This design comes from an exercise in tuning for small area on the open sky130 flow, not from production work.
In this exercise RTL edits were held to simulation tests only and were not proved equivalent to the original.
Power is estimated from default activity; no workload was simulated.

<file path="design/flow/design.v">
module clkDivider(input clk, input reset, output tick);
    parameter DIVISOR = 10;
    reg[3:0] counter;
    always@(posedge clk) begin
        if(reset) counter <= 0;
        else if(counter == DIVISOR - 1) counter <= 0;
        else counter <= counter + 1;
    end
    assign tick = (counter == DIVISOR - 1);
endmodule
module decodeState(
    input[2:0] state,
    output reg[2:0] led1,
    output reg[2:0] led2
);  
    parameter RR = 0;
    parameter GG = 1;
    parameter YY = 2;
    parameter GR = 3;
    parameter YR = 4;
    parameter RG = 5;
    parameter RY = 6;
    always@(*) begin
        case(state)
            RR: begin
                led1 = 3'b001;
                led2 = 3'b001;
            end
            GG: begin
                led1 = 3'b100;
                led2 = 3'b100;
            end
            YY: begin
                led1 = 3'b010;
                led2 = 3'b010;
            end
            GR: begin
                led1 = 3'b100;
                led2 = 3'b001;
            end
            YR: begin
                led1 = 3'b010;
                led2 = 3'b001;
            end
            RG: begin
                led1 = 3'b001;
                led2 = 3'b100;
            end
            RY: begin
                led1 = 3'b001;
                led2 = 3'b010;
            end
            default: begin
                led1 = 3'b000;
                led2 = 3'b000;
            end
        endcase
    end
endmodule
module sevenSegmentDisplay(input[6:0] dataIn, output[6:0] dataOut1, output[6:0] dataOut2);
    parameter NONE = 7'b111_1111;    
    parameter ZERO = 7'b000_0001;    
    parameter ONE = 7'b100_1111;     
    parameter TWO = 7'b001_0010;     
    parameter THREE = 7'b000_0110;   
    parameter FOUR = 7'b100_1100;    
    parameter FIVE = 7'b010_0100;    
    parameter SIX = 7'b010_0000;     
    parameter SEVEN = 7'b000_1111;   
    parameter EIGHT = 7'b000_0000;   
    parameter NINE = 7'b000_0100;    
    reg [6:0] led_1;  
    reg [6:0] led_2;  
    wire [3:0] temp[1:0];  
    assign temp[0] = dataIn == 7'b1111111 ? 10 : dataIn % 10;  
    assign temp[1] = dataIn == 7'b1111111 ? 10 : dataIn / 10;  
    always@(*)
        begin
                case(temp[0])
                    4'd0: led_1 = ZERO;
                    4'd1: led_1 = ONE;
                    4'd2: led_1 = TWO;
                    4'd3: led_1 = THREE;
                    4'd4: led_1 = FOUR;
                    4'd5: led_1 = FIVE;
                    4'd6: led_1 = SIX;
                    4'd7: led_1 = SEVEN;
                    4'd8: led_1 = EIGHT;
                    4'd9: led_1 = NINE;
                    default: led_1 = NONE;
                endcase
                case(temp[1])
                    4'd0: led_2 = ZERO;
                    4'd1: led_2 = ONE;
                    4'd2: led_2 = TWO;
                    4'd3: led_2 = THREE;
                    4'd4: led_2 = FOUR;
                    4'd5: led_2 = FIVE;
                    4'd6: led_2 = SIX;
                    4'd7: led_2 = SEVEN;
                    4'd8: led_2 = EIGHT;
                    4'd9: led_2 = NINE;
                    default: led_2 = NONE;
                endcase
            end
        assign dataOut1 = led_1;
        assign dataOut2 = led_2;    
endmodule
module autoMode(
    input clk,
    input tick,
    input reset,
    input enable,
    input[6:0] greenTime,
    input[6:0] yellowTime,
    input[6:0] redTime,
    output reg[6:0] timeLane1,
    output reg[6:0] timeLane2,
    output reg[2:0] state 
);
    parameter GR = 3;
    parameter YR = 4;
    parameter RG = 5;
    parameter RY = 6;    
    always @(posedge clk) begin
        if (reset) begin
            state <= GR;
            timeLane1 <= 5;
            timeLane2 <= 9;
        end else if (tick) begin
        if (enable == 1) begin
            case (state)
                GR: begin
                    if (timeLane1 == 0) begin
                        state <= YR;
                        timeLane1 <= yellowTime - 1;
                    end else begin
                        timeLane1 <= timeLane1 - 1;
                        timeLane2 <= timeLane2 - 1;
                    end 
                end
                YR: begin
                    if (timeLane1 == 0) begin
                        state <= RG;
                        timeLane2 <= greenTime - 1;
                        timeLane1 <= redTime - 1;
                    end else begin
                        timeLane1 <= timeLane1 - 1;
                        timeLane2 <= timeLane2 - 1;
                    end
                end
                RG: begin
                    if (timeLane2 == 0) begin
                        state <= RY;
                        timeLane2 <= yellowTime - 1;
                    end else begin
                        timeLane1 <= timeLane1 - 1;
                        timeLane2 <= timeLane2 - 1;                    
                    end 
                end
                RY: begin
                    if (timeLane2 == 0) begin
                        state <= GR;
                        timeLane1 <= greenTime - 1;
                        timeLane2 <= redTime - 1;
                    end else begin
                        timeLane1 <= timeLane1 - 1;
                        timeLane2 <= timeLane2 - 1; 
                    end
                end
                default: begin
                    state <= GR;
                    timeLane1 <= greenTime - 1;
                    timeLane2 <= redTime - 1;
                end
            endcase
        end else begin
            state <= GR;
            timeLane1 <= greenTime;
            timeLane2 <= redTime;
        end
        end
    end
endmodule
module mannualMode(
    input clk,
    input tick,
    input reset,
    input enable,
    input buttonChangeLight,
    input[6:0] greenTime,
    input[6:0] yellowTime,
    input[6:0] redTime,    
    output reg[6:0] timeLane1,
    output reg[6:0] timeLane2,
    output reg[2:0] state
);
    parameter GR = 3;
    parameter YR = 4;
    parameter RG = 5;
    parameter RY = 6; 
    reg[6:0] tempYellowTime;
    always@(posedge clk) begin
        if(reset) begin
            tempYellowTime <= 4;
            state <= GR;
            timeLane1 <= 7'b1111111;
            timeLane2 <= 7'b1111111;
        end else if(tick) begin
        if(enable == 1) begin
            case (state)
                GR: begin
                    if(buttonChangeLight == 1) state <= YR;
                end
                YR: begin
                    if(tempYellowTime == 1) begin
                        tempYellowTime <= yellowTime;
                        state <= RG;
                    end else tempYellowTime <= tempYellowTime - 1;
                end
                RG: begin
                    if(buttonChangeLight == 1) state <= RY;
                end
                RY: begin
                    if(tempYellowTime == 1) begin
                        tempYellowTime <= yellowTime;
                        state <= GR;
                    end else tempYellowTime <= tempYellowTime - 1;
                end
                default: state <= GR;                
            endcase
        end else begin
            tempYellowTime <= yellowTime;
            state <= GR;    
            timeLane1 <= 7'b1111111;
            timeLane2 <= 7'b1111111;
        end
        end
    end
endmodule
module configMode(
    input clk,
    input tick,
    input reset,
    input enable,
    input buttonChangeLight,
    input buttonIncreaseTime,
    input buttonDecreaseTime,
    input buttonConfirm,
    input[6:0] greenTime,
    input[6:0] yellowTime,
    input[6:0] redTime,
    output reg[6:0] greenTimeModified,
    output reg[6:0] yellowTimeModified,
    output reg[6:0] redTimeModified,
    output reg[6:0] timeLane1,
    output reg[6:0] timeLane2,
    output reg[2:0] state 
);
    parameter RR = 0;
    parameter GG = 1;
    parameter YY = 2;   
    reg[6:0] redTemp;
    reg[6:0] greenTemp;
    reg[6:0] yellowTemp;
    reg[2:0] state_n;
    reg[6:0] redTemp_n;
    reg[6:0] greenTemp_n;
    reg[6:0] yellowTemp_n;
    reg[6:0] greenTimeModified_n;
    reg[6:0] yellowTimeModified_n;
    reg[6:0] redTimeModified_n;
    reg[6:0] timeLane1_n;
    reg[6:0] timeLane2_n;
    always@(*) begin
        state_n = state;
        redTemp_n = redTemp;
        greenTemp_n = greenTemp;
        yellowTemp_n = yellowTemp;
        greenTimeModified_n = greenTimeModified;
        yellowTimeModified_n = yellowTimeModified;
        redTimeModified_n = redTimeModified;
        timeLane1_n = timeLane1;
        timeLane2_n = timeLane2;
        if(enable == 1) begin
            case(state)
                RR: begin
                    if(buttonChangeLight) begin
                        state_n = GG;
                        timeLane1_n = greenTimeModified_n;
                        timeLane2_n = greenTimeModified_n;                            
                    end
                    if(buttonIncreaseTime) begin
                        redTemp_n = redTemp_n + 1; 
                        timeLane1_n = redTemp_n;
                        timeLane2_n = redTemp_n;
                        if(redTemp_n > 99) begin
                            redTemp_n = 1;
                            timeLane1_n = redTemp_n;
                            timeLane2_n = redTemp_n;
                        end
                    end
                    if(buttonDecreaseTime) begin
                        redTemp_n = redTemp_n - 1;
                        timeLane1_n = redTemp_n;
                        timeLane2_n = redTemp_n;
                        if(redTemp_n == 0) begin
                            redTemp_n = 99;
                            timeLane1_n = redTemp_n;
                            timeLane2_n = redTemp_n;                            
                        end
                    end
                    if(buttonConfirm) begin
                        if(redTemp_n > greenTemp_n && redTemp_n > yellowTemp_n && redTemp_n == greenTemp_n + yellowTemp_n) begin
                            redTimeModified_n = redTemp_n;
                            greenTimeModified_n = greenTemp_n;
                            yellowTimeModified_n = yellowTemp_n;
                        end
                    end
                end
                GG: begin
                    if(buttonChangeLight) begin 
                        state_n = YY;
                        timeLane1_n = yellowTimeModified_n;
                        timeLane2_n = yellowTimeModified_n;                        
                    end
                    if(buttonIncreaseTime) begin
                        greenTemp_n = greenTemp_n + 1; 
                        timeLane1_n = greenTemp_n;
                        timeLane2_n = greenTemp_n;
                        if(greenTemp_n > 99) begin
                            greenTemp_n = 1;
                            timeLane1_n = greenTemp_n;
                            timeLane2_n = greenTemp_n;                            
                        end
                    end
                    if(buttonDecreaseTime) begin
                        greenTemp_n = greenTemp_n - 1;
                        timeLane1_n = greenTemp_n;
                        timeLane2_n = greenTemp_n;                        
                        if(greenTemp_n == 0) begin
                            greenTemp_n = 99;
                            timeLane1_n = greenTemp_n;
                            timeLane2_n = greenTemp_n;                            
                        end
                    end
                    if(buttonConfirm) begin
                        if(redTemp_n > greenTemp_n && redTemp_n > yellowTemp_n && redTemp_n == greenTemp_n + yellowTemp_n) begin
                            redTimeModified_n = redTemp_n;
                            greenTimeModified_n = greenTemp_n;
                            yellowTimeModified_n = yellowTemp_n;
                        end
                    end                    
                end
                YY: begin
                    if(buttonChangeLight) begin
                        state_n = RR;
                        timeLane1_n = redTimeModified_n;
                        timeLane2_n = redTimeModified_n;                        
                    end 
                    if(buttonIncreaseTime) begin
                        yellowTemp_n = yellowTemp_n + 1; 
                        timeLane1_n = yellowTemp_n;
                        timeLane2_n = yellowTemp_n;
                        if(yellowTemp_n > 99) begin
                            yellowTemp_n = 1;
                            timeLane1_n = yellowTemp_n;
                            timeLane2_n = yellowTemp_n;                            
                        end
                    end
                    if(buttonDecreaseTime) begin
                        yellowTemp_n = yellowTemp_n - 1;
                        timeLane1_n = yellowTemp_n;
                        timeLane2_n = yellowTemp_n;                        
                        if(yellowTemp_n == 0) begin
                            yellowTemp_n = 99;
                            timeLane1_n = yellowTemp_n;
                            timeLane2_n = yellowTemp_n;                            
                        end
                    end
                    if(buttonConfirm) begin
                        if(redTemp_n > greenTemp_n && redTemp_n > yellowTemp_n && redTemp_n == greenTemp_n + yellowTemp_n) begin
                            redTimeModified_n = redTemp_n;
                            greenTimeModified_n = greenTemp_n;
                            yellowTimeModified_n = yellowTemp_n;
                        end
                    end                    
                end
                default: state_n = RR;
            endcase
        end else begin
            state_n = RR;
            redTemp_n = redTime;
            greenTemp_n = greenTime;
            yellowTemp_n = yellowTime;
            greenTimeModified_n = greenTime;
            redTimeModified_n = redTime;
            yellowTimeModified_n = yellowTime;
            timeLane1_n = redTime;
            timeLane2_n = redTime;
        end
    end
    always@(posedge clk) begin
        if(reset) begin
            state <= RR;
            redTemp <= 9;
            greenTemp <= 5;
            yellowTemp <= 4;
            greenTimeModified <= 5;
            redTimeModified <= 9;
            yellowTimeModified <= 4;
            timeLane1 <= 9;
            timeLane2 <= 9;
        end else if(tick) begin
            state <= state_n;
            redTemp <= redTemp_n;
            greenTemp <= greenTemp_n;
            yellowTemp <= yellowTemp_n;
            greenTimeModified <= greenTimeModified_n;
            redTimeModified <= redTimeModified_n;
            yellowTimeModified <= yellowTimeModified_n;
            timeLane1 <= timeLane1_n;
            timeLane2 <= timeLane2_n;
        end
    end
endmodule
module main(
    input clk,   
    input reset,
    input buttonChangeMode,  
    input buttonConfig,  
    input buttonChangeLight,  
    input buttonIncreaseTime,  
    input buttonDecreaseTime,  
    input buttonConfirm,  
    output[6:0] led7_1,
    output[6:0] led7_2,
    output[6:0] led7_3,
    output[6:0] led7_4,
    output[2:0] led1,
    output[2:0] led2
);
    reg[2:0] enable;
    parameter autoMode = 3'b100;
    parameter configMode = 3'b010;
    parameter mannualMode = 3'b001;
    wire[2:0] stateAuto;
    wire[2:0] stateMannual;
    wire[2:0] stateConfig;
    wire[2:0] state;
    reg[6:0] greenTime;
    reg[6:0] redTime;
    reg[6:0] yellowTime;
    wire[6:0] redTimeModified;
    wire[6:0] greenTimeModified;
    wire[6:0] yellowTimeModified;
    wire[6:0] timeLane1;
    wire[6:0] timeLane1Auto;
    wire[6:0] timeLane1Mannual;
    wire[6:0] timeLane1Config;
    wire[6:0] timeLane2;
    wire[6:0] timeLane2Auto;
    wire[6:0] timeLane2Mannual;  
    wire[6:0] timeLane2Config;  
    always@(posedge clk) begin
        if(reset) begin
            enable <= autoMode;
            greenTime <= 5;
            redTime <= 9;
            yellowTime <= 4;
        end else begin
            case(enable)
                autoMode: begin 
                    if(buttonChangeMode == 1) enable <= mannualMode;
                    else if (buttonConfig == 1) enable <= configMode;
                end 
                mannualMode: begin
                    if(buttonChangeMode == 1) enable <= autoMode;
                end
                configMode: begin
                    if(buttonConfig == 1) begin
                        greenTime <= greenTimeModified;
                        redTime <= redTimeModified;
                        yellowTime <= yellowTimeModified;
                        enable <= autoMode;
                    end
                end
                default: enable <= autoMode;
            endcase
        end
    end
    wire tick;
    decodeState decode(state, led1, led2);
    sevenSegmentDisplay display7Led1(timeLane1, led7_1, led7_2);
    sevenSegmentDisplay display7Led2(timeLane2, led7_3, led7_4);
    clkDivider clkDiv(clk, reset, tick);
    assign state     = enable == autoMode    ? stateAuto :
                       enable == mannualMode ? stateMannual : 
                                               stateConfig;
    assign timeLane1 = enable == autoMode    ? timeLane1Auto :
                       enable == mannualMode ? timeLane1Mannual : 
                                               timeLane1Config;
    assign timeLane2 = enable == autoMode    ? timeLane2Auto : 
                       enable == mannualMode ? timeLane2Mannual : 
                                               timeLane2Config;
    autoMode auto(
        .clk(clk),
        .tick(tick),
        .reset(reset),
        .enable(enable[2]),
        .greenTime(greenTime),
        .yellowTime(yellowTime),
        .redTime(redTime),
        .timeLane1(timeLane1Auto),
        .timeLane2(timeLane2Auto),
        .state(stateAuto) 
    );
    mannualMode mannual(
        .clk(clk),
        .tick(tick),
        .reset(reset),
        .enable(enable[0]),
        .buttonChangeLight(buttonChangeLight),
        .greenTime(greenTime),
        .yellowTime(yellowTime),
        .redTime(redTime),    
        .timeLane1(timeLane1Mannual),
        .timeLane2(timeLane2Mannual),
        .state(stateMannual)
    );
    configMode configuration(
        .clk(clk),
        .tick(tick),
        .reset(reset),
        .enable(enable[1]),
        .buttonChangeLight(buttonChangeLight),
        .buttonIncreaseTime(buttonIncreaseTime),
        .buttonDecreaseTime(buttonDecreaseTime),
        .buttonConfirm(buttonConfirm),
        .greenTime(greenTime),
        .yellowTime(yellowTime),
        .redTime(redTime),
        .greenTimeModified(greenTimeModified),
        .yellowTimeModified(yellowTimeModified),
        .redTimeModified(redTimeModified),
        .timeLane1(timeLane1Config),
        .timeLane2(timeLane2Config),
        .state(stateConfig) 
    );
endmodule
</file>
<file path="design/flow/run.sh">
#!/bin/bash
# synth_recipe.tcl (not shown) runs the flow's synth.tcl, then flattens the netlist and writes it again
# the make line also repeats each setting of config.mk as NAME=value (left out here)
make -C /OpenROAD-flow-scripts/flow DESIGN_CONFIG=/design/flow/config.mk WORK_HOME=/design/flow/orfs CLKGATE_MAP_FILE= SYNTH_SCRIPT=/design/flow/synth_recipe.tcl finish
</file>
<file path="design/flow/config.mk">
export PLATFORM = sky130hd
export DESIGN_NAME = main
export DESIGN_NICKNAME = main
export VERILOG_FILES = /design/flow/design.v
export SDC_FILE = /design/flow/constraint.sdc
export NUM_CORES = 4
export LEC_CHECK = 0
export CAP_MARGIN = 20
export CORE_MARGIN = 2
export CORE_UTILIZATION = 40
export SLEW_MARGIN = 20
</file>
<file path="design/flow/constraint.sdc">
create_clock -name core_clock -period 10.0 [get_ports {clk}]
set_input_delay 2.0000 -clock core_clock [delete_from_list [all_inputs] [get_ports {clk}]]
set_output_delay 2.0000 -clock core_clock [all_outputs]
set_load 0.01 [all_outputs]
</file>
==> flow_summary.json <==
{
  "cts-root-buf": "clkbuf_16",
  "total_power_w": 0.00200,
  "syn_avg_cell_area_um2": 7.19,
  "drive_gt1_frac": 0.0574,
  "crit_arrival_ps": 7090,
  "cp_max_fo": 17,
  "postSynthCellCount": 1827,
  "worstHoldPathType": "flop to flop",
  "synth_async_sr_flop_share": 0,
  "numCtsBuffers": 9,
  "initial_core_util": 0.405,
  "cts_tree": "yes",
  "area_delta_synth_final_pct": 7.55,
  "synth_nets": 1960,
  "synth_flop_cell": "dfxtp_1",
  "synth_edf_count": 0,
  "rsz0062_at_grt": "false",
  "antenna_found_initial": 0,
  "final_area_um2": 14100,
  "diodes": 0,
  "hold_violations": 0,
  "dieWidth_um": 185,
  "ir_drop_uv": 136,
  "h-tree-depth": 3,
  "wire_per_inst_um": 19.5,
  "ios": 42,
  "gp_congestion": 0.983,
  "dr_total_vias": 13525,
  "setup_viol": 0,
  "die_h_um": 185,
  "mostFrequentLayoutCells": "175 x nand2_1, 169 x a21oi_1, 165 x nor2_1, 122 x ha_1, 111 x o21ai_0",
  "synth.distinct_cells": 103,
  "slew-limit-headroom": 0.281,
  "dr.pass1.iters": 7,
  "cp.required_ps": 8000,
  "cts_hold_buf": 0,
  "p_leak_nw": 5.27,
  "synth_seq_area_share": 0.162,
  "max_freq_mhz": 110,
  "fin_crit_sh": 0.909,
  "r2r_slack_ps": 1010,
  "layout_commonest_cell": "nand2_1",
  "holdWs_ps": 479,
  "pre_cts_slack_ps": 837,
  "end_kind": "output port",
  "numPortBuffers": 41,
  "synth_area_um2": 13100,
  "cp-start-kind": "flop",
  "cts_sinks": 106,
  "final_nets": 1923,
  "placed_cell_area_um2": 13800,
  "setup_ws_ps": 906,
  "postCtsSetupBuffers": 0,
  "final_antenna_net_count": 0,
  "run_status": "complete, no violations",
  "grt_max_degree": 100,
  "drt_wl_total_mm": 43.6,
  "path_delay_family": "compound AO/OA/AOI/OAI gates",
  "fillers": 3330,
  "period_needed_ps": 9090,
  "grt_pass1_wl_mm": 69.7,
  "viasPerCell": 6.05,
  "grt_usage": 0.256,
  "slowest_stage": "dfxtp_1",
  "drv_cap": 0,
  "coreArea_um2": 32500,
  "path_clk_slew_ps": 80,
  "die-area_um2": 34300,
  "drc": 0,
  "multi_input_area_um2": 10100,
  "worstMarginPinSlew_ps": 1080,
  "yosysWarningCount": 7,
  "synth_seq_cells": 106,
  "drt-initial-drc-count": 1252,
  "skew_ps": 9.90,
  "clk_latency_ps": 370,
  "grt_pass1_vias": 12578,
  "fin_setup_tns_ps": 0,
  "cts_max_path_buffers": 2,
  "grt_overflow": 0,
  "max_stage_delay_ps": 630,
  "critPathBufInv": 7,
  "core.rowCount": 66,
  "power.density_nw_per_um2": 142,
  "crit_type": "flop to output port",
  "layout.area.seq_um2": 2130,
  "dp_hpwl_mm": 33.1,
  "slew_viol_final": 0
}
==> Yosys cell counts, types with 20 or more instances <==
library cell | n | area, um2
dfxtp_1 | 106 | 2120
a21o_1 | 24 | 180
mux2i_1 | 55 | 551
xnor2_1 | 65 | 569
o21a_1 | 23 | 173
inv_1 | 100 | 375
nand4_1 | 20 | 125
o211ai_1 | 31 | 233
nor2b_1 | 24 | 150
o21ai_0 | 111 | 556
a21oi_1 | 169 | 846
nor2_1 | 166 | 623
a211oi_1 | 43 | 323
nand3_1 | 43 | 215
ha_1 | 122 | 1530
nor3_1 | 65 | 325
nand2_1 | 175 | 657
xor2_1 | 39 | 342
o221ai_1 | 20 | 175
o22ai_1 | 24 | 150
clkbuf_1 | 80 | 300
==> registers in the layout, summed over array words and instances (netlist names) <==
register / flops
auto.timeLane1: 7
auto.timeLane2: 7
configuration.greenTemp: 7
configuration.greenTimeModified: 7
configuration.redTemp: 7
configuration.redTimeModified: 7
configuration.timeLane1: 7
configuration.yellowTemp: 7
configuration.yellowTimeModified: 7
greenTime: 7
mannual.tempYellowTime: 7
redTime: 7
yellowTime: 7
clkDiv.counter: 4
auto.state: 3
enable: 3
mannual.state: 3
configuration.state: 2
==> timing repair <==
action                                  CTS  global route
hold endpoints to repair                  0             0
endpoints found under the setup margin    0             3
resized for setup                         0             1
==> cell type report <==
cell class	instances	area share
well taps	442	0.0391
inverters	108	0.0291
repair buffers	64	0.0413
clock inverters	6	0.00531
multi-input cells	1501	0.718
flip-flops and latches	106	0.151
clock buffers	10	0.0169
==> worst reg2reg max path: cells and delay by family (launching register included) <==
family,cells,cell delay (ps)
AOI/OAI and AO/OA,11,3800
buffers and inverters,4,510
muxes,2,580
DFF,1,640
and+or+nand+nor,7,1360
adders and majority gates,4,1200
xor gates and xnor gates,3,700
==> through the flow <==
stage | utilization | instances
after detailed placement | 0.426 | 2221
after global placement | 0.426 | 2221
after floorplan | - | 1827
final | 0.435 | 2237
after global routing | 0.435 | 2237
after CTS | 0.435 | 2237
==> worst paths after layout <==
| kind | startpoint | to | cells past startpoint |
|---|---|---|---|
| max | enable[0] | led7_4[6] | 27 |
| min | configuration.redTimeModified[2] | redTime[2] | 2 |
| max reg2reg | configuration.yellowTemp[0] | configuration.greenTimeModified[5] | 31 |
| min reg2reg | configuration.redTimeModified[2] | redTime[2] | 2 |
==> where the power goes <==
part,switching [W],internal [W]
registers,0.00000606,0.000424
clock network,0.000175,0.000204
logic,0.000633,0.000558
==> cells by family after synthesis <==
logic type | synth area share
adder cells (fa/ha/maj) | 0.124
buffers and inverters | 0.0675
flip-flops | 0.162
AO/OA/AOI/OAI | 0.307
multiplexers | 0.0527
XOR/XNOR | 0.0694
AND/OR/NAND/NOR | 0.218
==> metal layers <==
layer | share of wire | global-route usage | up-vias | wire (um)
met4 | 0.029 | 0.0737 | 0 | 1270
li1 | - | - | 6588 | -
met2 | 0.46 | 0.431 | 498 | 20300
met1 | 0.45 | 0.340 | 6358 | 19600
met5 | 0 | 0 | - | 0
met3 | 0.057 | 0.0340 | 81 | 2470

-- separate check: timing with driven ports --
The flow's constraints put no driver on any port. The routed layout listed below was extracted and timed again, unchanged, in two steps. Step 1: set_driving_cell puts a clkbuf_16 on clk and a buf_2 on each other input, an assumption about the parent block. Step 2, shift: input delay + t, output delay - t, t = (earliest + latest rising clock arrival at the registers) / 2. This alone moves slack from input paths to output paths. Slacks: ideal / step 1 / step 2; pairs: ideal / step 1.
t, ns: 0.405
setup slack, ns: 0.906 / 0.864 / 0.619
pins driven straight from the clock port: 1
After both steps this run still meets setup and hold. The setup slack of this run moves by -0.042 ns with the drivers and by -0.287 ns with both steps.
